This is an optimization exercise on Yosys and OpenROAD, whose aim is small area, not a production implementation.
Function was checked by simulation only, so behaviour that the tests miss may differ from the original.
Power figures rest on the tool's default switching activity, not on a simulated workload.

File: flow/run.sh
#!/bin/bash
# synth_recipe.tcl (not shown) runs the flow's synth.tcl, then flattens the netlist and writes it again
# the make line also repeats each setting of config.mk as NAME=value (left out here)
make -C /OpenROAD-flow-scripts/flow DESIGN_CONFIG=/design/flow/config.mk WORK_HOME=/design/flow/orfs CLKGATE_MAP_FILE= SYNTH_SCRIPT=/design/flow/synth_recipe.tcl finish
File: flow/config.mk
export PLATFORM = sky130hd
export DESIGN_NAME = top
export DESIGN_NICKNAME = top
export VERILOG_FILES = /design/flow/design.v
export SDC_FILE = /design/flow/constraint.sdc
export NUM_CORES = 4
export LEC_CHECK = 0
export CAP_MARGIN = 20
export CORE_MARGIN = 2
export CORE_UTILIZATION = 40
export SLEW_MARGIN = 20
File: flow/constraint.sdc
create_clock -name core_clock -period 10.0 [get_ports {clk}]
set_input_delay 2.0000 -clock core_clock [delete_from_list [all_inputs] [get_ports {clk}]]
set_output_delay 2.0000 -clock core_clock [all_outputs]
set_load 0.01 [all_outputs]
File: flow/design.v
`timescale 1ns / 1ps
module digits(
    input clk,
    input reset,
	input [2:0] state,
    input [5:0] seconds, minutes,
    input [4:0] hours,
    output reg [3:0] ones,
    output reg [3:0] tens,
    output reg [3:0] hundreds,
    output reg [3:0] thousands
    );
    always @(posedge clk or posedge reset)
    begin
        if (reset) begin
            ones <= 0;
            tens <= 0;
            hundreds <= 0;
            thousands <= 0;
        end 
        else begin
			if(state==0 || state==1 || state==4) begin
				ones <= minutes % 10;
				tens <= minutes / 10;
				hundreds <= hours % 10;
				thousands <= hours / 10;
			end
			else if(state==2 || state==3) begin
				ones <= seconds % 10;
				tens <= seconds / 10;
				hundreds <= minutes % 10;
				thousands <= minutes / 10;
			end
        end
    end
endmodule
`timescale 1ns / 1ps
module seven_seg(
    input clk_100MHz,
    input por,
    input reset,
    input [2:0] state,
    input start_stop,
    input inc,
    input tm_state,
	input sw_state,
	input alarm_state,
	input [31:0] scount,
    input [1:0] edit_place,
    input [3:0] ones,
    input [3:0] tens,
    input [3:0] hundreds,
    input [3:0] thousands,
    output reg [0:6] seg,       
    output reg [3:0] digit     
    );
    parameter ZERO  = 7'b000_0001;  
    parameter ONE   = 7'b100_1111;  
    parameter TWO   = 7'b001_0010;  
    parameter THREE = 7'b000_0110;  
    parameter FOUR  = 7'b100_1100;  
    parameter FIVE  = 7'b010_0100; 
    parameter SIX   = 7'b010_0000;  
    parameter SEVEN = 7'b000_1111;
    parameter EIGHT = 7'b000_0000;  
    parameter NINE  = 7'b000_0100;  
    reg [1:0] digit_select;      
    reg [16:0] digit_timer;      
     reg sclk;
     integer count;
     always @(posedge clk_100MHz) begin
          if(por) begin
              count<=0;
              sclk<=0;
          end
          else if(count==24) begin 
              count<=0;
              sclk<=~sclk;
          end 
          else count<=count+1;
     end
    always @(posedge clk_100MHz or posedge reset) begin
        if(reset) begin
            digit_select <= 0;
            digit_timer <= 0; 
        end
        else if(por) begin
            digit_select <= 0;
            digit_timer <= 0;
        end
        else                                         
            if(digit_timer == 3 ) begin 
                digit_timer <= 0;                    
                digit_select <=  digit_select + 1;
            end
            else
                digit_timer <=  digit_timer + 1;
    end
    always @(digit_select) begin
        case(digit_select) 
            2'b00 : digit = 4'b1110;  
            2'b01 : digit = 4'b1101;  
            2'b10 : digit = 4'b1011;  
            2'b11 : digit = 4'b0111;  
        endcase
    end
    always @* begin
        seg = 7'b111_1111;
        case(digit_select)
            2'b00 : begin 
						if(state==0 && alarm_state==1 && start_stop && scount>1) begin  
                            if(sclk==1'b0) begin
                                seg=7'b111_1111;
                            end
                            else begin
                                case(ones)
                                    4'b0000 : seg = ZERO;
                                    4'b0001 : seg = ONE;
                                    4'b0010 : seg = TWO;
                                    4'b0011 : seg = THREE;
                                    4'b0100 : seg = FOUR;
                                    4'b0101 : seg = FIVE;
                                    4'b0110 : seg = SIX;
                                    4'b0111 : seg = SEVEN;
                                    4'b1000 : seg = EIGHT;
                                    4'b1001 : seg = NINE;
                                endcase
                            end
                        end
						else if(state==0 && inc && scount>14) begin  
                            if(sclk==1'b0) begin
                                seg=7'b111_1111;
                            end
                            else begin
                                case(ones)
                                    4'b0000 : seg = ZERO;
                                    4'b0001 : seg = ONE;
                                    4'b0010 : seg = TWO;
                                    4'b0011 : seg = THREE;
                                    4'b0100 : seg = FOUR;
                                    4'b0101 : seg = FIVE;
                                    4'b0110 : seg = SIX;
                                    4'b0111 : seg = SEVEN;
                                    4'b1000 : seg = EIGHT;
                                    4'b1001 : seg = NINE;
                                endcase
                            end
                        end
                        else if(state==1  && edit_place==0) begin
                            if(sclk==1'b0) begin
                                seg=7'b111_1111;
                            end
                            else begin
                                case(ones)
                                    4'b0000 : seg = ZERO;
                                    4'b0001 : seg = ONE;
                                    4'b0010 : seg = TWO;
                                    4'b0011 : seg = THREE;
                                    4'b0100 : seg = FOUR;
                                    4'b0101 : seg = FIVE;
                                    4'b0110 : seg = SIX;
                                    4'b0111 : seg = SEVEN;
                                    4'b1000 : seg = EIGHT;
                                    4'b1001 : seg = NINE;
                                endcase
                            end
                        end
                        else if(state==1  && edit_place==2) begin
                            if(sclk==1'b0) begin
                                seg=7'b111_1111;
                            end
                            else begin
                                case(ones)
                                    4'b0000 : seg = ZERO;
                                    4'b0001 : seg = ONE;
                                    4'b0010 : seg = TWO;
                                    4'b0011 : seg = THREE;
                                    4'b0100 : seg = FOUR;
                                    4'b0101 : seg = FIVE;
                                    4'b0110 : seg = SIX;
                                    4'b0111 : seg = SEVEN;
                                    4'b1000 : seg = EIGHT;
                                    4'b1001 : seg = NINE;
                                endcase
                            end
                        end
                        else if(state==2 && tm_state==0 &&  edit_place==0) begin
                            if(sclk==1'b0) begin
                                seg=7'b111_1111;
                            end
                            else begin
                                case(ones)
                                    4'b0000 : seg = ZERO;
                                    4'b0001 : seg = ONE;
                                    4'b0010 : seg = TWO;
                                    4'b0011 : seg = THREE;
                                    4'b0100 : seg = FOUR;
                                    4'b0101 : seg = FIVE;
                                    4'b0110 : seg = SIX;
                                    4'b0111 : seg = SEVEN;
                                    4'b1000 : seg = EIGHT;
                                    4'b1001 : seg = NINE;
                                endcase
                            end
                        end
						else if(state==3 && sw_state==0) begin
                            if(sclk==1'b0) begin
                                seg=7'b111_1111;
                            end
                            else begin
                                case(ones)
                                    4'b0000 : seg = ZERO;
                                    4'b0001 : seg = ONE;
                                    4'b0010 : seg = TWO;
                                    4'b0011 : seg = THREE;
                                    4'b0100 : seg = FOUR;
                                    4'b0101 : seg = FIVE;
                                    4'b0110 : seg = SIX;
                                    4'b0111 : seg = SEVEN;
                                    4'b1000 : seg = EIGHT;
                                    4'b1001 : seg = NINE;
                                endcase
                            end
                        end
						else if(state==4 && alarm_state==0 &&  edit_place==0) begin
                            if(sclk==1'b0) begin
                                seg=7'b111_1111;
                            end
                            else begin
                                case(ones)
                                    4'b0000 : seg = ZERO;
                                    4'b0001 : seg = ONE;
                                    4'b0010 : seg = TWO;
                                    4'b0011 : seg = THREE;
                                    4'b0100 : seg = FOUR;
                                    4'b0101 : seg = FIVE;
                                    4'b0110 : seg = SIX;
                                    4'b0111 : seg = SEVEN;
                                    4'b1000 : seg = EIGHT;
                                    4'b1001 : seg = NINE;
                                endcase
                            end
                        end
                        else begin
                            case(ones)
                                4'b0000 : seg = ZERO;
                                4'b0001 : seg = ONE;
                                4'b0010 : seg = TWO;
                                4'b0011 : seg = THREE;
                                4'b0100 : seg = FOUR;
                                4'b0101 : seg = FIVE;
                                4'b0110 : seg = SIX;
                                4'b0111 : seg = SEVEN;
                                4'b1000 : seg = EIGHT;
                                4'b1001 : seg = NINE;
                            endcase
                        end
            end               
            2'b01 : begin      
						if(state==0 && alarm_state==1 && start_stop && scount>1) begin
                            if(sclk==1'b0) begin
                                seg=7'b111_1111;
                            end
                            else begin
                                case(tens)
                                    4'b0000 : seg = ZERO;
                                    4'b0001 : seg = ONE;
                                    4'b0010 : seg = TWO;
                                    4'b0011 : seg = THREE;
                                    4'b0100 : seg = FOUR;
                                    4'b0101 : seg = FIVE;
                                    4'b0110 : seg = SIX;
                                    4'b0111 : seg = SEVEN;
                                    4'b1000 : seg = EIGHT;
                                    4'b1001 : seg = NINE;
                                endcase
                            end
                        end
						else if(state==0 && inc && scount>14) begin  
                            if(sclk==1'b0) begin
                                seg=7'b111_1111;
                            end
                            else begin
                                case(tens)
                                    4'b0000 : seg = ZERO;
                                    4'b0001 : seg = ONE;
                                    4'b0010 : seg = TWO;
                                    4'b0011 : seg = THREE;
                                    4'b0100 : seg = FOUR;
                                    4'b0101 : seg = FIVE;
                                    4'b0110 : seg = SIX;
                                    4'b0111 : seg = SEVEN;
                                    4'b1000 : seg = EIGHT;
                                    4'b1001 : seg = NINE;
                                endcase
                            end
                        end
                        else if(state==1 && edit_place==0) begin
                            if(sclk==1'b0) begin
                                seg=7'b111_1111;
                            end
                            else begin
                                case(tens)
                                    4'b0000 : seg = ZERO;
                                    4'b0001 : seg = ONE;
                                    4'b0010 : seg = TWO;
                                    4'b0011 : seg = THREE;
                                    4'b0100 : seg = FOUR;
                                    4'b0101 : seg = FIVE;
                                    4'b0110 : seg = SIX;
                                    4'b0111 : seg = SEVEN;
                                    4'b1000 : seg = EIGHT;
                                    4'b1001 : seg = NINE;
                                endcase
                            end
                        end
                        else if(state==1  && edit_place==2) begin
                            if(sclk==1'b0) begin
                                seg=7'b111_1111;
                            end
                            else begin
                                case(tens)
                                    4'b0000 : seg = ZERO;
                                    4'b0001 : seg = ONE;
                                    4'b0010 : seg = TWO;
                                    4'b0011 : seg = THREE;
                                    4'b0100 : seg = FOUR;
                                    4'b0101 : seg = FIVE;
                                    4'b0110 : seg = SIX;
                                    4'b0111 : seg = SEVEN;
                                    4'b1000 : seg = EIGHT;
                                    4'b1001 : seg = NINE;
                                endcase
                            end
                        end
                        else if(state==2 && tm_state==0 && edit_place==0) begin
                            if(sclk==1'b0) begin
                                seg=7'b111_1111;
                            end
                            else begin
                                case(tens)
                                    4'b0000 : seg = ZERO;
                                    4'b0001 : seg = ONE;
                                    4'b0010 : seg = TWO;
                                    4'b0011 : seg = THREE;
                                    4'b0100 : seg = FOUR;
                                    4'b0101 : seg = FIVE;
                                    4'b0110 : seg = SIX;
                                    4'b0111 : seg = SEVEN;
                                    4'b1000 : seg = EIGHT;
                                    4'b1001 : seg = NINE;
                                endcase
                            end
                        end
						else if(state==3 && sw_state==0) begin
                            if(sclk==1'b0) begin
                                seg=7'b111_1111;
                            end
                            else begin
                                case(tens)
                                    4'b0000 : seg = ZERO;
                                    4'b0001 : seg = ONE;
                                    4'b0010 : seg = TWO;
                                    4'b0011 : seg = THREE;
                                    4'b0100 : seg = FOUR;
                                    4'b0101 : seg = FIVE;
                                    4'b0110 : seg = SIX;
                                    4'b0111 : seg = SEVEN;
                                    4'b1000 : seg = EIGHT;
                                    4'b1001 : seg = NINE;
                                endcase
                            end
                        end
						else if(state==4 && alarm_state==0 &&  edit_place==0) begin
                            if(sclk==1'b0) begin
                                seg=7'b111_1111;
                            end
                            else begin
                                case(tens)
                                    4'b0000 : seg = ZERO;
                                    4'b0001 : seg = ONE;
                                    4'b0010 : seg = TWO;
                                    4'b0011 : seg = THREE;
                                    4'b0100 : seg = FOUR;
                                    4'b0101 : seg = FIVE;
                                    4'b0110 : seg = SIX;
                                    4'b0111 : seg = SEVEN;
                                    4'b1000 : seg = EIGHT;
                                    4'b1001 : seg = NINE;
                                endcase
                            end
                        end
                        else begin
                            case(tens)
                                4'b0000 : seg = ZERO;
                                4'b0001 : seg = ONE;
                                4'b0010 : seg = TWO;
                                4'b0011 : seg = THREE;
                                4'b0100 : seg = FOUR;
                                4'b0101 : seg = FIVE;
                                4'b0110 : seg = SIX;
                                4'b0111 : seg = SEVEN;
                                4'b1000 : seg = EIGHT;
                                4'b1001 : seg = NINE;
                            endcase
                        end
                    end
            2'b10 : begin   
						if(state==0 && alarm_state==1 && start_stop && scount>1) begin  
                            if(sclk==1'b0) begin
                                seg=7'b111_1111;
                            end
                            else begin
                                case(hundreds)
                                    4'b0000 : seg = ZERO;
                                    4'b0001 : seg = ONE;
                                    4'b0010 : seg = TWO;
                                    4'b0011 : seg = THREE;
                                    4'b0100 : seg = FOUR;
                                    4'b0101 : seg = FIVE;
                                    4'b0110 : seg = SIX;
                                    4'b0111 : seg = SEVEN;
                                    4'b1000 : seg = EIGHT;
                                    4'b1001 : seg = NINE;
                                endcase
                            end
                        end
						else if(state==0 && inc && scount>14) begin  
                            if(sclk==1'b0) begin
                                seg=7'b111_1111;
                            end
                            else begin
                                case(hundreds)
                                    4'b0000 : seg = ZERO;
                                    4'b0001 : seg = ONE;
                                    4'b0010 : seg = TWO;
                                    4'b0011 : seg = THREE;
                                    4'b0100 : seg = FOUR;
                                    4'b0101 : seg = FIVE;
                                    4'b0110 : seg = SIX;
                                    4'b0111 : seg = SEVEN;
                                    4'b1000 : seg = EIGHT;
                                    4'b1001 : seg = NINE;
                                endcase
                            end
                        end
                        else if(state==1  && edit_place==1) begin
                            if(sclk==1'b0) begin
                                seg=7'b111_1111;
                            end
                            else begin
                                case(hundreds)
                                    4'b0000 : seg = ZERO;
                                    4'b0001 : seg = ONE;
                                    4'b0010 : seg = TWO;
                                    4'b0011 : seg = THREE;
                                    4'b0100 : seg = FOUR;
                                    4'b0101 : seg = FIVE;
                                    4'b0110 : seg = SIX;
                                    4'b0111 : seg = SEVEN;
                                    4'b1000 : seg = EIGHT;
                                    4'b1001 : seg = NINE;
                                endcase
                            end
                        end
                        else if(state==1  && edit_place==3) begin
                            if(sclk==1'b0) begin
                                seg=7'b111_1111;
                            end
                            else begin
                                case(hundreds)
                                    4'b0000 : seg = ZERO;
                                    4'b0001 : seg = ONE;
                                    4'b0010 : seg = TWO;
                                    4'b0011 : seg = THREE;
                                    4'b0100 : seg = FOUR;
                                    4'b0101 : seg = FIVE;
                                    4'b0110 : seg = SIX;
                                    4'b0111 : seg = SEVEN;
                                    4'b1000 : seg = EIGHT;
                                    4'b1001 : seg = NINE;
                                endcase
                            end
                        end
                        else if(state==2 && tm_state==0 && edit_place==1) begin
                            if(sclk==1'b0) begin
                                seg=7'b111_1111;
                            end
                            else begin
                                case(hundreds)
                                    4'b0000 : seg = ZERO;
                                    4'b0001 : seg = ONE;
                                    4'b0010 : seg = TWO;
                                    4'b0011 : seg = THREE;
                                    4'b0100 : seg = FOUR;
                                    4'b0101 : seg = FIVE;
                                    4'b0110 : seg = SIX;
                                    4'b0111 : seg = SEVEN;
                                    4'b1000 : seg = EIGHT;
                                    4'b1001 : seg = NINE;
                                endcase
                            end
                        end
						else if(state==3 && sw_state==0) begin
                            if(sclk==1'b0) begin
                                seg=7'b111_1111;
                            end
                            else begin
                                case(hundreds)
                                    4'b0000 : seg = ZERO;
                                    4'b0001 : seg = ONE;
                                    4'b0010 : seg = TWO;
                                    4'b0011 : seg = THREE;
                                    4'b0100 : seg = FOUR;
                                    4'b0101 : seg = FIVE;
                                    4'b0110 : seg = SIX;
                                    4'b0111 : seg = SEVEN;
                                    4'b1000 : seg = EIGHT;
                                    4'b1001 : seg = NINE;
                                endcase
                            end
                        end
						else if(state==4 && alarm_state==0 && edit_place==1) begin
                            if(sclk==1'b0) begin
                                seg=7'b111_1111;
                            end
                            else begin
                                case(hundreds)
                                    4'b0000 : seg = ZERO;
                                    4'b0001 : seg = ONE;
                                    4'b0010 : seg = TWO;
                                    4'b0011 : seg = THREE;
                                    4'b0100 : seg = FOUR;
                                    4'b0101 : seg = FIVE;
                                    4'b0110 : seg = SIX;
                                    4'b0111 : seg = SEVEN;
                                    4'b1000 : seg = EIGHT;
                                    4'b1001 : seg = NINE;
                                endcase
                            end
                        end
                        else begin
                            case(hundreds)
                                4'b0000 : seg = ZERO;
                                4'b0001 : seg = ONE;
                                4'b0010 : seg = TWO;
                                4'b0011 : seg = THREE;
                                4'b0100 : seg = FOUR;
                                4'b0101 : seg = FIVE;
                                4'b0110 : seg = SIX;
                                4'b0111 : seg = SEVEN;
                                4'b1000 : seg = EIGHT;
                                4'b1001 : seg = NINE;
                            endcase
                        end
                    end
            2'b11 : begin     
						if(state==0 && alarm_state==1 && start_stop && scount>1) begin  
                            if(sclk==1'b0) begin
                                seg=7'b111_1111;
                            end
                            else begin
                                case(thousands)
                                    4'b0000 : seg = ZERO;
                                    4'b0001 : seg = ONE;
                                    4'b0010 : seg = TWO;
                                    4'b0011 : seg = THREE;
                                    4'b0100 : seg = FOUR;
                                    4'b0101 : seg = FIVE;
                                    4'b0110 : seg = SIX;
                                    4'b0111 : seg = SEVEN;
                                    4'b1000 : seg = EIGHT;
                                    4'b1001 : seg = NINE;
                                endcase
                            end
                        end
						else if(state==0 && inc && scount>14) begin  
                            if(sclk==1'b0) begin
                                seg=7'b111_1111;
                            end
                            else begin
                                case(thousands)
                                    4'b0000 : seg = ZERO;
                                    4'b0001 : seg = ONE;
                                    4'b0010 : seg = TWO;
                                    4'b0011 : seg = THREE;
                                    4'b0100 : seg = FOUR;
                                    4'b0101 : seg = FIVE;
                                    4'b0110 : seg = SIX;
                                    4'b0111 : seg = SEVEN;
                                    4'b1000 : seg = EIGHT;
                                    4'b1001 : seg = NINE;
                                endcase
                            end
                        end
                        else if(state==1  && edit_place==1) begin
                            if(sclk==1'b0) begin
                                seg=7'b111_1111;
                            end
                            else begin
                                case(thousands)
                                    4'b0000 : seg = ZERO;
                                    4'b0001 : seg = ONE;
                                    4'b0010 : seg = TWO;
                                    4'b0011 : seg = THREE;
                                    4'b0100 : seg = FOUR;
                                    4'b0101 : seg = FIVE;
                                    4'b0110 : seg = SIX;
                                    4'b0111 : seg = SEVEN;
                                    4'b1000 : seg = EIGHT;
                                    4'b1001 : seg = NINE;
                                endcase
                            end
                        end
                        else if(state==1  && edit_place==3) begin
                            if(sclk==1'b0) begin
                                seg=7'b111_1111;
                            end
                            else begin
                                case(thousands)
                                    4'b0000 : seg = ZERO;
                                    4'b0001 : seg = ONE;
                                    4'b0010 : seg = TWO;
                                    4'b0011 : seg = THREE;
                                    4'b0100 : seg = FOUR;
                                    4'b0101 : seg = FIVE;
                                    4'b0110 : seg = SIX;
                                    4'b0111 : seg = SEVEN;
                                    4'b1000 : seg = EIGHT;
                                    4'b1001 : seg = NINE;
                                endcase
                            end
                        end
                        else if(state==2 && tm_state==0 && edit_place==1) begin
                            if(sclk==1'b0) begin
                                seg=7'b111_1111;
                            end
                            else begin
                                case(thousands)
                                    4'b0000 : seg = ZERO;
                                    4'b0001 : seg = ONE;
                                    4'b0010 : seg = TWO;
                                    4'b0011 : seg = THREE;
                                    4'b0100 : seg = FOUR;
                                    4'b0101 : seg = FIVE;
                                    4'b0110 : seg = SIX;
                                    4'b0111 : seg = SEVEN;
                                    4'b1000 : seg = EIGHT;
                                    4'b1001 : seg = NINE;
                                endcase
                            end
                        end
						else if(state==3 && sw_state==0) begin
                            if(sclk==1'b0) begin
                                seg=7'b111_1111;
                            end
                            else begin
                                case(thousands)
                                    4'b0000 : seg = ZERO;
                                    4'b0001 : seg = ONE;
                                    4'b0010 : seg = TWO;
                                    4'b0011 : seg = THREE;
                                    4'b0100 : seg = FOUR;
                                    4'b0101 : seg = FIVE;
                                    4'b0110 : seg = SIX;
                                    4'b0111 : seg = SEVEN;
                                    4'b1000 : seg = EIGHT;
                                    4'b1001 : seg = NINE;
                                endcase
                            end
                        end
						else if(state==4 && alarm_state==0 && edit_place==1) begin
                            if(sclk==1'b0) begin
                                seg=7'b111_1111;
                            end
                            else begin
                                case(thousands)
                                    4'b0000 : seg = ZERO;
                                    4'b0001 : seg = ONE;
                                    4'b0010 : seg = TWO;
                                    4'b0011 : seg = THREE;
                                    4'b0100 : seg = FOUR;
                                    4'b0101 : seg = FIVE;
                                    4'b0110 : seg = SIX;
                                    4'b0111 : seg = SEVEN;
                                    4'b1000 : seg = EIGHT;
                                    4'b1001 : seg = NINE;
                                endcase
                            end
                        end
                        else begin
                            case(thousands)
                                4'b0000 : seg = ZERO;
                                4'b0001 : seg = ONE;
                                4'b0010 : seg = TWO;
                                4'b0011 : seg = THREE;
                                4'b0100 : seg = FOUR;
                                4'b0101 : seg = FIVE;
                                4'b0110 : seg = SIX;
                                4'b0111 : seg = SEVEN;
                                4'b1000 : seg = EIGHT;
                                4'b1001 : seg = NINE;
                            endcase
                        end
                    end
        endcase
    end
endmodule
module top(input clk, por, reset, start_stop, mode, edit_shift, inc, output reg buzzer, output [0:6] seg,output [3:0] digit,output reg [4:0] mode_value);
reg [1:0] edit_place;
reg [5:0] seconds,minutes;
reg [4:0] hours;
reg [5:0] seconds_temp,minutes_temp;
reg [4:0] hours_temp;
reg [5:0] al_minutes;
reg [4:0] al_hours;
reg [4:0] day_temp;
reg [3:0] month_temp;
wire [3:0] ones,tens,hundreds,thousands;
parameter clock = 0;
parameter edit =1;
parameter timer =2; 
parameter stop_watch=3;
parameter alarm=4;
parameter tm_stop=0;
parameter tm_start=1;
parameter sw_stop=0;
parameter sw_start=1;
parameter alarm_off=0;
parameter alarm_on=1;
reg tm_state, tm_nstate;
reg sw_state, sw_nstate;
reg alarm_state, alarm_nstate;
reg [2:0] state, nstate;   
reg trigger;
reg sclk;
integer count;
reg[31:0] scount;
reg[31:0] a_count;
digits digits_1(clk,reset,state,seconds,minutes,hours,ones,tens,hundreds,thousands);
seven_seg seven_seg_1(clk,por,reset,state,start_stop,inc,tm_state,sw_state,alarm_state,scount,edit_place,ones,tens,hundreds,thousands,seg,digit);
 always @(posedge clk) begin
     if(por) begin
         count<=0;
         sclk<=0;
     end
     else if(count==49) begin 
         count<=0;
         sclk<=~sclk;
     end 
     else count<=count+1;
 end
 always @(posedge clk) begin
  if(por) begin
	seconds_temp<=0;
	minutes_temp<=0;
	hours_temp<=0;
	buzzer<=0;
	a_count<=0;
  end
  else begin
	if(state==edit) begin
		if(edit_place==0 || edit_place==1) begin
			if (reset==1 && scount==16) begin
				hours_temp<=hours;
				minutes_temp<=minutes;
				seconds_temp<=seconds;
			end
			else if (inc==1 && scount==16) begin
				hours_temp<=hours;
				minutes_temp<=minutes;
			end
		end
	end
	if(sclk==1'b1 && count==0) begin  
		seconds_temp<=seconds_temp + 1; 
		if(seconds_temp==59) begin 
			seconds_temp<=0;  
			minutes_temp<=minutes_temp + 1;
			if(minutes_temp==59) begin 
				minutes_temp<=0; 
				hours_temp<=hours_temp + 1; 
			   if(hours_temp==23) begin  
					hours_temp<=0; 
				end 
			end
		end     
	end
	if(hours_temp==al_hours && minutes_temp==al_minutes && alarm_state==alarm_on) begin
		if(seconds_temp==0)
			buzzer<=1;
		else if(start_stop && buzzer==1) begin
			if(a_count<15)
				a_count<=a_count + 1;
			else if(start_stop && a_count==15) begin
				buzzer<=0;
				a_count<=a_count + 1;
			end
			else
				a_count<=a_count + 1;		
		end
		else
			a_count<=0;
	end
	else begin
		a_count<=0;
		buzzer<=0;
	end
  end
 end
always @(posedge clk) begin
    if(por)
        mode_value<=5'b10000;
    else if(state==clock)
        mode_value<=5'b10000;
    else if(state==edit)
        mode_value<=5'b01000;
    else if(state==timer)
        mode_value<=5'b00100;
    else if(state==stop_watch)
        mode_value<=5'b00010;
	else if(state==alarm)
        mode_value<=5'b00001;
end
always@(posedge clk) begin
  if(por) begin
	day_temp<=1;
	month_temp<=1;
  end
  else begin
	if(state==edit) begin
		if(edit_place==2 || edit_place==3) begin
			if (reset==1 && scount==16) begin
				day_temp<=hours;
				month_temp<=minutes;
			end
			else if (inc==1 && scount==16) begin
				day_temp<=hours;
				month_temp<=minutes;
			end
		end
	end
	if(seconds_temp==59 && minutes_temp==59 && hours_temp==23 && sclk==1 && count==49) begin
		day_temp<=day_temp + 1;
		if(month_temp==2 && day_temp==28) begin
			day_temp<=1;
			month_temp<=month_temp + 1;
		end
		else if(day_temp== (30+(month_temp & 1)^(month_temp>7))) begin 
			day_temp<=1;
			month_temp<=month_temp + 1;
			if(month_temp==12) 
				month_temp<=1;
		end
	end
  end
end
always @(posedge(clk)) begin
  if(por) begin
	edit_place<=0;
	seconds<=0;
	minutes<=0;
	hours<=0;
	al_minutes<=0;
	al_hours<=0;
	tm_state<=tm_stop;
	tm_nstate<=tm_stop;
	sw_state<=sw_stop;
	sw_nstate<=sw_stop;
	alarm_state<=alarm_off;
	alarm_nstate<=alarm_off;
	state<=clock;
	nstate<=clock;
	trigger<=0;
	scount<=0;
  end
  else
	case(state)
	clock: begin
		if(mode) begin
            if(scount<15)  
                scount<=scount+1;
            else begin
                if(mode && scount==15) begin  
					nstate<=edit;
					trigger<=1; 
                    scount<=scount+1;
                end
                else begin
					nstate<=nstate;
                    scount<=scount+1;
                end
            end
        end
		else if(alarm_state==alarm_on && start_stop) begin
			if(scount<15)
					scount<=scount + 1;
				else begin
					hours<=al_hours;
					minutes<=al_minutes;
				end
		end
		else if(inc) begin 
			if(scount<15)
				scount<=scount + 1;
			else begin
				hours<=day_temp;
				minutes<=month_temp;
			end
		end
		else begin
		    scount<=0;
			state<=nstate;
			hours<=hours_temp;
			minutes<=minutes_temp;
			seconds<=seconds_temp;
			alarm_state<=alarm_nstate;
		end
	end
	edit: begin
		if(trigger) begin
			edit_place<=0;
			trigger<=0;
		end
		if(reset) begin 
			if(scount<15)  
				scount<=scount+1;
			else begin
				if(reset && scount==15) begin  
					if(edit_place==0 || edit_place==1) begin
						seconds<=0;
						minutes<=0;
						hours<=0;
					end
					else begin
						hours<=1;
						minutes<=1;
					end
					scount<=scount+1;
				end
				else begin
					scount<=scount+1;
				end
			end
		end
		else if(mode) begin
			if(scount<15)  
				scount<=scount+1;
			else begin
				if(mode && scount==15) begin  
					nstate<=timer;
					scount<=scount+1;
				end
				else begin
					nstate<=nstate;
					scount<=scount+1;
					trigger<=1;
				end
			end
		end
		else if(edit_shift) begin
			if(scount<15)  
				scount<=scount+1;
			else begin
				if(edit_shift && scount==15) begin  
					scount<=scount+1;
					if(edit_place<3)
						edit_place<=edit_place + 1;
					else
						edit_place<=0;
				end
				else begin
					scount<=scount+1;
					edit_place<=edit_place;
				end
			end
		end
		else if(inc) begin
			if(scount<15)  
				scount<=scount+1;
			else begin
				if(inc && scount==15) begin  
					if(edit_place==0) begin  
						if(minutes<59)
							minutes<=minutes+1;
						else
							minutes<=0;
					end
					else if(edit_place==1) begin  
						if(hours<23)
							hours<=hours+1;
						else
							hours<=0;
					end 
					else if(edit_place==2) begin  
						if(minutes<12)
							minutes<=minutes + 1;
						else
							minutes<=1;
					end
					else if(edit_place==3) begin  
						if(minutes==2) begin
							if(hours<28)
								hours<=hours + 1;
							else
								hours<=1;
						end
						else begin
							if(hours < (30+(month_temp & 1)^(month_temp>7)))
								hours<=hours + 1;
							else
								hours<=1;
						end
					end
					scount<=scount+1;
				end
				else begin
					scount<=scount+1;
				end
			end
		end
		else begin
			if(edit_place==0 || edit_place==1) begin
				if(minutes!=minutes_temp || hours!=hours_temp) begin
					minutes<=minutes_temp;
					hours<=hours_temp;
				end
			end
			else begin
				if(minutes!=month_temp || hours!=day_temp) begin
					minutes<=month_temp;
					hours<=day_temp;
				end
			end
			scount<=0;
			if (nstate==timer)
				trigger<=1;
			state<=nstate;
		end
	  end
	timer: begin
		if(trigger) begin
			edit_place<=0;
			minutes<=0;
			seconds<=0;
			trigger<=0;
		end
		case(tm_state)
			tm_stop: begin
				if(reset == 1'b1) begin 
					if(scount<15)  
						scount<=scount+1;
					else begin
						if(reset && scount==15) begin  
							seconds<=0;
							minutes<=0;
							scount<=scount+1;
						end
						else begin
							seconds<=seconds;
							minutes<=minutes;
							scount<=scount+1;
						end
					end
				end
				else if(mode) begin
					if(scount<15)  
						scount<=scount+1;
					else begin
						if(mode && scount==15) begin   
							nstate<=stop_watch;
							trigger<=1;
							scount<=scount+1;
						end
						else begin
							nstate<=nstate;
							scount<=scount+1;
						end
					end
				end
				else if(inc) begin
					if(scount<15)  
						scount<=scount+1;
					else begin
						if(inc && scount==15) begin  
							if(edit_place==1) begin
								if(minutes<60)
									minutes<=minutes+1;
								else
									minutes<=0;
							end 
							else begin
								if(seconds<59)
									seconds<=seconds+1;
								else
									seconds<=0;
							end
							scount<=scount+1;
						end
						else begin
							scount<=scount+1;
							minutes<=minutes;
							seconds<=seconds;
						end
					end
				end
				else if(edit_shift) begin
					if(scount<15)  
						scount<=scount+1;
					else begin
						if(edit_shift && scount==15) begin  
							scount<=scount+1;
							if(edit_place<1)
								edit_place<=edit_place + 1;
							else
								edit_place<=0;
						end
						else begin
							edit_place<=edit_place;
							scount<=scount+1;
						end
					end
				end
				else if(start_stop) begin
					if(scount<15)  
						scount<=scount+1;
					else begin
						if(start_stop && scount==15) begin  
							tm_nstate<=tm_start;
							scount<=scount+1;
						end
						else begin
							tm_nstate<=tm_nstate;
							scount<=scount+1;
						end
					end
				end
				else begin
					scount<=0;
					if (nstate==stop_watch)
						trigger<=1;
					state<=nstate;
					tm_state<=tm_nstate;
				end
			end
			tm_start: begin
				if(start_stop) begin
					if(scount<15)  
						scount<=scount+1;
					else begin
						if(start_stop && scount==15) begin  
							tm_nstate<=tm_stop;
							scount<=scount+1;
						end
						else begin
							tm_nstate<=tm_nstate;
							scount<=scount+1;
						end
					end
				end
				else begin
					scount<=0;
					tm_state<=tm_nstate;
					if(sclk==1'b1 && count==0 && tm_nstate==tm_start) begin  
						if(minutes>0) begin
							if(seconds>0) 
								seconds<=seconds-1;
							else begin
								minutes<=minutes-1;
								seconds<=6'd59;
							end
						end
						else begin
							if(seconds==0) begin
							    tm_nstate<=tm_stop;
								seconds<=seconds;
								minutes<=minutes;
							end
							else
								seconds<=seconds-1;
						end		
					end
				end
			end
			default: begin
				tm_state<=tm_stop;
				seconds<=seconds;
				minutes<=minutes;
			end
		endcase
		end
		stop_watch: begin
			if(trigger) begin
				edit_place<=0;
				minutes<=0;
				seconds<=0;
				trigger<=0;
			end
			case(sw_state)
			sw_stop: begin
				if(reset == 1'b1) begin 
					if(scount<15)  
						scount<=scount+1;
					else begin
						if(reset && scount==15) begin  
							seconds<=0;
							minutes<=0;
							scount<=scount+1;
						end
						else begin
							seconds<=seconds;
							minutes<=minutes;
							scount<=scount+1;
						end
					end
				end
				else if(mode) begin
					if(scount<15)  
						scount<=scount+1;
					else begin
						if(mode && scount==15) begin   
							nstate<=alarm;
							scount<=scount+1;
						end
						else begin
							nstate<=nstate;
							scount<=scount+1;
							trigger<=1;
						end
					end
				end
				else if(start_stop) begin
					if(scount<15)  
						scount<=scount+1;
					else begin
						if(start_stop && scount==15) begin  
							sw_nstate<=sw_start;
							scount<=scount+1;
						end
						else begin
							sw_nstate<=sw_nstate;
							scount<=scount+1;
						end
					end
				end
				else begin
					scount<=0;
					if (nstate==alarm)
						trigger<=1;
					state<=nstate;
					sw_state<=sw_nstate;
				end
			end
			sw_start: begin
				if(start_stop) begin
					if(scount<15)  
						scount<=scount+1;
					else begin
						if(start_stop && scount==15) begin  
							sw_nstate<=sw_stop;
							scount<=scount+1;
						end
						else begin
							sw_nstate<=sw_nstate;
							scount<=scount+1;
						end
					end
				end
				else begin
					scount<=0;
					sw_state<=sw_nstate;
					if(sclk==1'b1 && count==0 && sw_nstate==sw_start) begin  
						if(minutes<59) begin
							if(seconds<59) 
								seconds<=seconds+1;
							else begin
								minutes<=minutes+1;
								seconds<=6'd00;
							end
						end
						else begin
							if(seconds==6'd59) begin
							    sw_nstate<=sw_stop;
								seconds<=seconds;
								minutes<=minutes;
							end
							else
								seconds<=seconds+1;
						end		
					end
				end
			end
			default: begin
				sw_state<=sw_stop;
				seconds<=seconds;
				minutes<=minutes;
			end
			endcase
		end
		alarm: begin
			if(trigger) begin
				edit_place<=0;
				minutes<=al_minutes;
				hours  <=al_hours;
				trigger<=0;
			end
			case(alarm_state)
				alarm_off: begin
					if(mode) begin
						if(scount<15)  
							scount<=scount+1;
						else begin
							if(mode && scount==15) begin   
								nstate<=clock;
								scount<=scount+1;
							end
							else begin
								nstate<=nstate;
								scount<=scount+1;
							end
						end
					end
					else if(start_stop) begin
						if(scount<15)  
							scount<=scount+1;
						else begin
							if(start_stop && scount==15) begin  
								alarm_nstate<=alarm_on;
								scount<=scount+1;
							end
							else begin
								alarm_nstate<=alarm_nstate;
								scount<=scount+1;
							end
						end
					end
					else if(inc) begin
						if(scount<15)  
							scount<=scount+1;
						else begin
							if(inc && scount==15) begin  
								if(edit_place==1) begin
									if(hours<23)
										hours<=hours+1;
									else
										hours<=0;
								end 
								else if(edit_place==0) begin
									if(minutes<59)
										minutes<=minutes+1;
									else
										minutes<=0;
								end
								scount<=scount+1;
							end
							else begin
								scount<=scount+1;
							end
						end
					end
					else if(edit_shift) begin
						if(scount<15)  
							scount<=scount+1;
						else begin
							if(edit_shift && scount==15) begin  
								scount<=scount+1;
								if(edit_place<1)
									edit_place<=edit_place + 1;
								else
									edit_place<=0;
							end
							else begin
								edit_place<=edit_place;
								scount<=scount+1;
							end
						end
					end
					else begin
						scount<=0;
						al_minutes<=minutes;
						al_hours<=hours;
						state<=nstate;
						alarm_state<=alarm_nstate;
					end
				end
				alarm_on: begin
					if(mode) begin
						if(scount<15)  
							scount<=scount+1;
						else begin
							if(mode && scount==15) begin   
								nstate<=clock;
								scount<=scount+1;
							end
							else begin
								nstate<=nstate;
								scount<=scount+1;
							end
						end
					end
					else if(start_stop) begin
						if(scount<15)  
							scount<=scount+1;
						else begin
							if(start_stop && scount==15) begin  
								alarm_nstate<=alarm_off;
								scount<=scount+1;
							end
							else begin
								alarm_nstate<=alarm_nstate;
								scount<=scount+1;
							end
						end
					end
					else begin
						scount<=0;
						state<=nstate;
						alarm_state<=alarm_nstate;
					end
				end
			endcase
		end
		default: begin
			state<=clock;
			seconds<=seconds;
			minutes<=minutes;
			hours<=hours;
		end
	endcase
end
endmodule
==> notes.md <==
## synth_stat cells, types with 22 or more instances
cell and instances:
nand4_1 57, inv_1 81, nor3_1 51, xor2_1 78, nor4_1 34, a211oi_1 27, nor2_1 309, nand3_1 96
ha_1 75, xnor2_1 79, o21ai_0 151, o211ai_1 23, a31oi_1 27, buf_2 26, and3_1 39, dfxtp_1 205
a21oi_1 160, mux2i_1 51, clkbuf_1 109, nand2_1 190, nand2b_1 22, dfrtp_1 33
## registers in the layout, summed over array words and instances, names as in the netlist, 4 cells and up
register / count
minutes_temp: 6
seven_seg_1.digit_timer: 17
count: 32
al_hours: 5
mode_value: 5
hours: 5
a_count: 32
seconds: 6
minutes: 6
digits_1.ones: 4
digits_1.hundreds: 4
month_temp: 4
day_temp: 5
hours_temp: 5
seven_seg_1.count: 32
al_minutes: 6
scount: 32
seconds_temp: 6
## layout make-up
class,count,area [µm²],share of cell area (%)
multi-input cells,1849,11900,61.3
flip-flops and latches,238,4930,25.5
clock buffers,44,853,4.41
well taps,592,741,3.83
repair buffers,53,450,2.33
inverters,83,312,1.61
clock inverters,12,189,0.977
## path summary, 6_finish.rpt
check	from	endpoint	slack [ns]	cells past startpoint
setup / recovery	start_stop	seg[3]	2.52	10
hold / removal	seven_seg_1.count[0]	seven_seg_1.count[0]	0.46	1
setup reg to reg	seconds[4]	digits_1.ones[3]	5.87	13
hold reg to reg	seven_seg_1.count[0]	seven_seg_1.count[0]	0.46	1
max in group asynchronous	reset	seven_seg_1.digit_timer[8]	7.38	4
min in group asynchronous	reset	digits_1.ones[2]	2.22	4
## metal layers
metal,GRT usage [%],vias to the layer above,share of wire [%]
li1,-,8245,-
met2,38.0,700,44
met3,5.11,139,8.5
met4,9.14,4,3.7
met5,0,-,0.051
met1,32.3,8315,44
## kinds of logic after synthesis
logic type                 after synthesis
and+or+nand+nor                        985
AOI/OAI and AO/OA                      569
buffers and inverters                  239
DFF                                    238
xor gates and xnor gates               158
adders and majority gates               76
muxes                                   61
## power breakdown
part,internal (mW),switching (mW)
clock network,0.695,0.451
registers,0.964,0.0309
logic,0.114,0.193
total,1.77,0.675
## layout by cell type, fill, tap and decap left out, types with 30 or more instances in the layout
cell and count:
nor2_1 309, nor3_1 51, mux2i_1 51, buf_4 30, o21ai_0 151, dfxtp_1 205, nand3_1 96, and3_1 39
ha_1 75, xnor2_1 79, nor4_1 34, nand2_1 190, clkbuf_16 30, nand4_1 57, xor2_1 78, a21oi_1 160
dfrtp_1 33, inv_1 80
## worst max-delay path: cells and delay by family
kind	cells	cell delay, ns
AOI/OAI and AO/OA	5	1.34
and+or+nand+nor	2	0.75
buffers and inverters	3	1.36
## through the flow
stage	hold slack (ns)	power, mW	utilization [%]	cells	instance area (µm²)
floorplan	0.430	1.21	-	2326	17700
global placement	0.441	1.31	41.5	2813	18300
detailed placement	0.448	1.32	41.5	2814	18300
CTS	0.461	2.46	43.9	2870	19300
global route	0.492	2.54	43.9	2871	19300
finish	0.459	2.45	43.9	2871	19300
==> results.json <==
{
  "status": "finished clean",
  "core_area_mm2": 0.0440,
  "insertion_delay_ns": 0.60,
  "yosysWarnings": 3,
  "cp-start-kind": "input pin",
  "crit_chain": "clkdlybuf4s50_1, buf_4, nand2_1, o21ai_0, a31oi_1, a31oi_1, nor2_1, o21a_1, a31oi_1, clkdlybuf4s50_1",
  "post-dp-hpwl_um": 40400,
  "cp.required_ns": 8.00,
  "synthFlopType": "dfxtp_1",
  "cts_hold_buf": 0,
  "grt_pass1_wl_um": 91000,
  "cts_setup_buffers": 0,
  "cts.path.max_buffers": 3,
  "maxCapViolCount": 0,
  "vdd_drop_max_uv": 83.9,
  "drt-initial-drc-count": 1856,
  "cts_tree": "built",
  "cp_max_fo": 31,
  "synth_compound_area_share_pct": 20.6,
  "synth_seq_cells": 238,
  "syn_inst": 2326,
  "synth.area.mux_share_pct": 3.53,
  "io-pin-count": 24,
  "portBuffers": 23,
  "yosys.area_share.simple_pct": 29.4,
  "htree_levels": 1,
  "initial_utilization_pct": 40.3,
  "syn-num-nets": 2408,
  "routedWlPerCell_um": 19.8,
  "arrival_ns": 5.48,
  "drtAntennaViolNets": 0,
  "grt_use_total_pct": 24.1,
  "synth_top_area_cell": "dfxtp_1",
  "wl_um": 56900,
  "final_max_slew_viol_count": 0,
  "die_area_mm2": 0.0460,
  "chipHeight_um": 215,
  "slowest_delay_ns": 0.64,
  "async_flop_share_pct": 13.9,
  "tightest_slew_ns": 1.16,
  "finalHoldViolCount": 0,
  "fill_cells": 4405,
  "synth_adder_area_share_pct": 5.35,
  "max_clock_freq_ghz": 0.134,
  "clock-sinks": 238,
  "power_density_mw_per_mm2": 127,
  "endpoint_kind": "output port",
  "setup_viol": 0,
  "avgSynthCellArea_um2": 7.63,
  "antenna_found_initial": 2,
  "dp_worst_setup_slack_ns": 2.57,
  "hp-class": "reg -> reg",
  "gp_congestion": 0.993,
  "synth_seq_area_share_pct": 27.8,
  "setup-tns-final_ns": 0,
  "syn_to_final_growth_pct": 9.00,
  "netlist_area_mm2": 0.0177,
  "cp_common_cell": "a31oi_1",
  "p_leak_nw": 6.98,
  "layout.nets": 2337,
  "ys_top_cells_by_area": "dfxtp_1, nor2_1, ha_1",
  "drc": 0,
  "drtPass1Iterations": 6,
  "slowest_stage": "a31oi_1",
  "final.setup.worst_slack_ns": 2.52,
  "diodes": 0,
  "synth_top_family_by_area": "simple AND/OR/NAND/NOR gates",
  "setup.worst_path.class": "in -> out",
  "vias": 17403,
  "relSlewSlack_pct": 20.7,
  "synthXorXnorAreaFrac_pct": 7.88,
  "rsz0062_at_grt": "false",
  "numCtsBuffers": 30,
  "rows": 77,
  "clkSlewWorstSetupHoldPaths_ns": 0.06,
  "grt_pass1_vias": 16540,
  "die_x_um": 215,
  "vias_per_cell": 6.06,
  "grt_max_degree": 57,
  "fin_crit_sh_pct": 74.8,
  "cts_resized": 0,
  "gr-total-overflow": 0,
  "cts_root_buf": "clkbuf_16",
  "synth_edf_count": 0,
  "finalClockSkew_ns": 0.0209,
  "yosysUniqueCellTypes": 107,
  "synth_top_area_share_pct": 23.1,
  "drive_gt1_share_pct": 6.80,
  "fin_crit_ns": 7.48
}

-- re-timing with driven ports --
In the flow no input, the clock included, has a driving cell. The finished layout below was timed again as built, in two steps.
Step 1 assumes that a clkbuf_16 drives the clock port and a buf_2 every other input.
Step 2 times the ports against the registers' clock, not the clock port: input delays grow and output delays shrink by t, the midpoint of the rising clock arrivals with the driver on.
Three values: no drivers, after step 1, after step 2; two values: the first two.
shift t [ns]: 0.643
slack for setup (ns): 2.522 / 2.456 / 2.456
pins driven straight from the clock port: 1
After both steps setup and hold are still met in this run. The setup slack of this run moves by -0.066 ns with the drivers and by -0.066 ns with both steps.
